From an optimization exercise on the open Yosys and OpenROAD flow, aimed at small area, a short achievable clock period and few clock cycles per item; shortcuts taken in it are not production practice. Power and IR drop assume default switching activity.

==> inputs of run M <==
## mul_unit
module mul_unit
(
    input  logic                  clk,
    input  logic                  rst,
    input  logic                  start,
    input  logic [1:0]            mul_type,
    input  logic [31:0]           a,
    input  logic [31:0]           b,
    input  logic [4:0]            arch_reg,
    input  logic [5:0]   phys_reg,
    input  logic [2:0]  rob,
    input  logic                  cdb_mul_ack,
    input  logic                  branch,
    output logic                  cdb_valid,
    output logic [2:0]  cdb_rob,
    output logic [4:0]            cdb_arch_reg,
    output logic [5:0]   cdb_phys_reg,
    output logic [31:0]           cdb_data,
    output logic [31:0]           cdb_ps1_rdata,
    output logic [31:0]           cdb_ps2_rdata,
    output logic                  done
);
    logic [249:0] cdb;
    shift_add_multiplier #(.OPERAND_WIDTH(32)) u_mul (
        .clk            (clk),
        .rst            (rst),
        .start          (start),
        .mul_type       (mul_type),
        .a              (a),
        .b              (b),
        .arch_reg       (arch_reg),
        .phys_reg       (phys_reg),
        .rob            (rob),
        .cdb_mul_ack    (cdb_mul_ack),
        .branch         (branch),
        .mul_cdb_output (cdb),
        .done           (done)
    );
    assign cdb_valid     = cdb[249];
    assign cdb_rob       = cdb[248:246];
    assign cdb_arch_reg  = cdb[245:241];
    assign cdb_phys_reg  = cdb[240:235];
    assign cdb_data      = cdb[234:203];
    assign cdb_ps1_rdata = cdb[202:171];
    assign cdb_ps2_rdata = cdb[170:139];
endmodule
clock: 5.0 ns
lec_check: 0
cap_margin: 20
core_margin: 2
core_utilization: 40
setup_slack_margin: 0.8
slew_margin: 20
synth_hierarchical: 1
synth_minimum_keep_size: 0
standard.sh (not shown) runs the stock make flow with config.mk's settings and CLKGATE_MAP_FILE= SYNTH_SCRIPT=/design/flow/synth_recipe.tcl, a recipe that flattens the netlist after the stock synthesis.
==> flow/flow/run.sh <==
#!/bin/bash
# Standard ORFS layout (the standard.sh), except that the port buffers
# are sky130_fd_sc_hd__buf_2 rather than the cell buffer_ports picks itself.
set -euo pipefail
export BUFFER_PORTS_ARGS="-buffer_cell sky130_fd_sc_hd__buf_2"
bash standard.sh > standard.log 2>&1
==> run E (differences from run M) <==
--- a/flow/config.mk
+++ b/flow/config.mk
@@ -10,3 +10,2 @@
 export CORE_UTILIZATION = 40
-export SETUP_SLACK_MARGIN = 0.8
 export SLEW_MARGIN = 20
==> run D (differences from run M) <==
==> flow/run.sh (new file) <==
#!/bin/bash
# synth_recipe.tcl (not shown) runs the flow's synth.tcl, then flattens the netlist and writes it again
# the make line also repeats each setting of config.mk as NAME=value (left out here)
make -C /OpenROAD-flow-scripts/flow DESIGN_CONFIG=/design/flow/config.mk WORK_HOME=/design/flow/orfs CLKGATE_MAP_FILE= SYNTH_SCRIPT=/design/flow/synth_recipe.tcl finish
--- a/flow/config.mk
+++ b/flow/config.mk
@@ -10,3 +10,2 @@
 export CORE_UTILIZATION = 40
-export SETUP_SLACK_MARGIN = 0.8
 export SLEW_MARGIN = 20
removed: flow/flow/run.sh
removed: flow/standard.sh
==> qor summary <==
Area after DPL: run D 20900 um^2; run E 19900 um^2; run M 19900 um^2
Iter 0 DRT Violations: run D 802; run E 736; run M 823
Switching power: run D 6.78 mW; run E 6.73 mW; run M 7.46 mW
Final total power: run D 14.1 mW; run E 13.9 mW; run M 15.8 mW
Data arrival, critical path: run D 3.84 ns; run E 3.79 ns; run M 3.30 ns
Skew final: run D 0.0102 ns; run E 0.0117 ns; run M 0.00815 ns
Total power per unit cell area: run D 655 nW/um^2; run E 680 nW/um^2; run M 739 nW/um^2
Capturing instance or port of the critical path: run D cdb_data[27]; run E cdb_data[31]; run M cdb_data[27]
Power consumed by combinational cells: run D 10.5 mW; run E 10.2 mW; run M 12.2 mW
Result of the run: run D no timing/DRC/antenna violations; run E no timing/DRC/antenna violations; run M no timing/DRC/antenna violations
Critical Path Source: run D u_mul.cs0_q[5]; run E u_mul.cs0_q[6]; run M u_mul.cs0_q[11]
Clock power frac: run D 0.095; run E 0.099; run M 0.082
Final standard cell area without fillers: run D 21500 um^2; run E 20500 um^2; run M 21400 um^2
No run of this note included a check of the RTL's function; only the layout flow was run.

========
==> run C <==
Another version of the RTL of mul_unit (not shown whole).
Settings: LEC_CHECK=0, CAP_MARGIN=20, CORE_MARGIN=2, CORE_UTILIZATION=60, SETUP_SLACK_MARGIN=1.1, SLEW_MARGIN=20, SYNTH_HIERARCHICAL=1, SYNTH_MINIMUM_KEEP_SIZE=0; clock period 5.0 ns.
==> flow/flow/run.sh <==
#!/bin/bash
# The standard ORFS layout (standard.sh) with two changes:
#  - the port buffers are sky130_fd_sc_hd__buf_1 instead of the cell
#    buffer_ports picks by itself (a slow delay cell);
#  - after the standard synthesis every combinational cell is set to its
#    drive-1 variant; floorplan/placement repair sizes up what timing needs.
set -euo pipefail
export BUFFER_PORTS_ARGS="-buffer_cell sky130_fd_sc_hd__buf_1"
RES=orfs/results/${FLOW_PLATFORM}/mul_unit/base
bash standard.sh synth > synth.log 2>&1
DS_ODB=$RES/1_synth.odb openroad -no_init -exit flow/downsize.tcl > downsize.log 2>&1
touch $RES/1_synth.sdc
bash standard.sh > standard.log 2>&1
==> flow/flow/downsize.tcl <==
# Set every combinational cell of the synthesized netlist to its drive-1
# variant; the resizer's repair steps size up what timing needs.
set odb_file $::env(DS_ODB)
read_db $odb_file
set db [ord::get_db]
set n 0
foreach inst [[ord::get_db_block] getInsts] {
  set m [[$inst getMaster] getName]
  if {[regexp {^(sky130_fd_sc_hd__[a-z0-9]+)_([0-9]+)$} $m -> base drive]} {
    if {$drive <= 1} continue
    if {[regexp {df|dl|sdf|edf|clk|conb|buf} $base]} continue
    set new [$db findMaster ${base}_1]
    if {$new == "NULL" || $new == ""} continue
    $inst swapMaster $new
    incr n
  }
}
puts "downsized $n cells"
write_db $odb_file
==> inputs of run Z, as changes to run C <==
--- a/flow/design.v
+++ b/flow/design.v
@@ -1875,19 +1875,13 @@
     mul_x2 u_sum25 (.a(pg_p[25]), .b(sk4_g24), .s(prod[25]));
     mul_x2 u_sum26 (.a(pg_p[26]), .b(sk4_g25), .s(prod[26]));
     mul_x2 u_sum27 (.a(pg_p[27]), .b(sk4_g26), .s(prod[27]));
     mul_x2 u_sum28 (.a(pg_p[28]), .b(sk4_g27), .s(prod[28]));
     mul_x2 u_sum29 (.a(pg_p[29]), .b(sk4_g28), .s(prod[29]));
     mul_x2 u_sum30 (.a(pg_p[30]), .b(sk4_g29), .s(prod[30]));
-    logic p31_2;
-    mul_x2 u_p31_2 (.a(top_q[0]), .b(top_q[1]), .s(p31_2));
-    logic p31_1;
-    mul_x2 u_p31_1 (.a(top_q[2]), .b(o3_c[31]), .s(p31_1));
-    logic p31_0;
-    mul_x2 u_p31_0 (.a(p31_2), .b(p31_1), .s(p31_0));
-    mul_x2 u_sum31 (.a(p31_0), .b(sk4_g30), .s(prod[31]));
+    assign prod[31] = sk4_g30 ^ (^top_q) ^ o3_c[31];
     logic g, gd;
     assign g  = deliver;
     assign gd = deliver & ~zero_q;
     logic [31:0] data_g, ps1_g, ps2_g;
     logic [13:0] tag_g, tag_q;
     assign tag_q = {rob_q, arch_q, phys_q};
--- a/flow/config.mk
+++ b/flow/config.mk
@@ -5,10 +5,10 @@
 export SDC_FILE = /design/flow/constraint.sdc
 export NUM_CORES = 4
 export LEC_CHECK = 0
 export CAP_MARGIN = 20
 export CORE_MARGIN = 2
 export CORE_UTILIZATION = 60
-export SETUP_SLACK_MARGIN = 1.1
+export SETUP_SLACK_MARGIN = 0.8
 export SLEW_MARGIN = 20
 export SYNTH_HIERARCHICAL = 1
 export SYNTH_MINIMUM_KEEP_SIZE = 0
==> comparison table <==
item                                                                          run Z       run C
Multi-input logic portion of the cell area                                   0.6346      0.6116
Net switching share of the total power                                       0.4422      0.4395
Crit Path Max Fanout                                                              3           4
Clock distribution power                                                  0.00142 W   0.00143 W
Fmax achieved                                                            0.2356 GHz  0.2545 GHz
Final weighted congestion in routability-driven placement                    0.8814      0.9162
Int Pwr                                                                  0.006793 W  0.006878 W
Wire length of the first global-routing pass                               74860 um    74230 um
Latest clock arrival within the worst-skew pair                              440 ps      460 ps
Part of the total power dissipated in sequential elements                     0.193       0.182
Vias per inst                                                                 6.317       6.274
Flop-to-flop setup slack                                                     920 ps     1150 ps
Result of the run                                  no timing/DRC/antenna violations  no timing/DRC/antenna violations
Number of global-route vias before repair                                    13.13k      12.84k
VDD IR max                                                                 391.2 uV    389.5 uV
Tmin final                                                                  4244 ps     3929 ps
Combinational gate power                                                  0.00840 W   0.00861 W
Clock slew at the register clock pins of the worst setup and hold paths       90 ps       80 ps
CP Depth                                                                         12          10
No functional check of the RTL was part of any run of this note.

## what the ideal ports hide
The results above use ideal ports. As a check the final layouts listed here were re-extracted and re-timed, cells and wires unchanged.
Step 1: set_driving_cell puts a clkbuf_16 on clk and a buf_2 on each other input, an assumption about the parent block.
Step 2 adds t to the input delays and takes it off the output delays; t is the mean of the earliest and latest rising clock arrival at the registers after step 1. Input paths then give back, and output paths get back, about the clock's delay inside the block.
a / b / c = ideal / step 1 / step 2; a / b = the first two.
run	shift t [ns]	slack for setup (ns)	hold slack, ns
run M	0.513	0.696 / 0.645 / 0.931	0.558 / 0.558 / 0.558
run E	0.519	0.212 / 0.161 / 0.680	0.541 / 0.541 / 0.541
run D	0.515	0.157 / 0.102 / 0.617	0.557 / 0.557 / 0.557
run C	0.497	1.071 / 1.022 / 1.150	0.561 / 0.561 / 0.561
run Z	0.486	0.756 / 0.705 / 0.916	0.557 / 0.557 / 0.557
After both steps setup and hold are still met in every run listed.
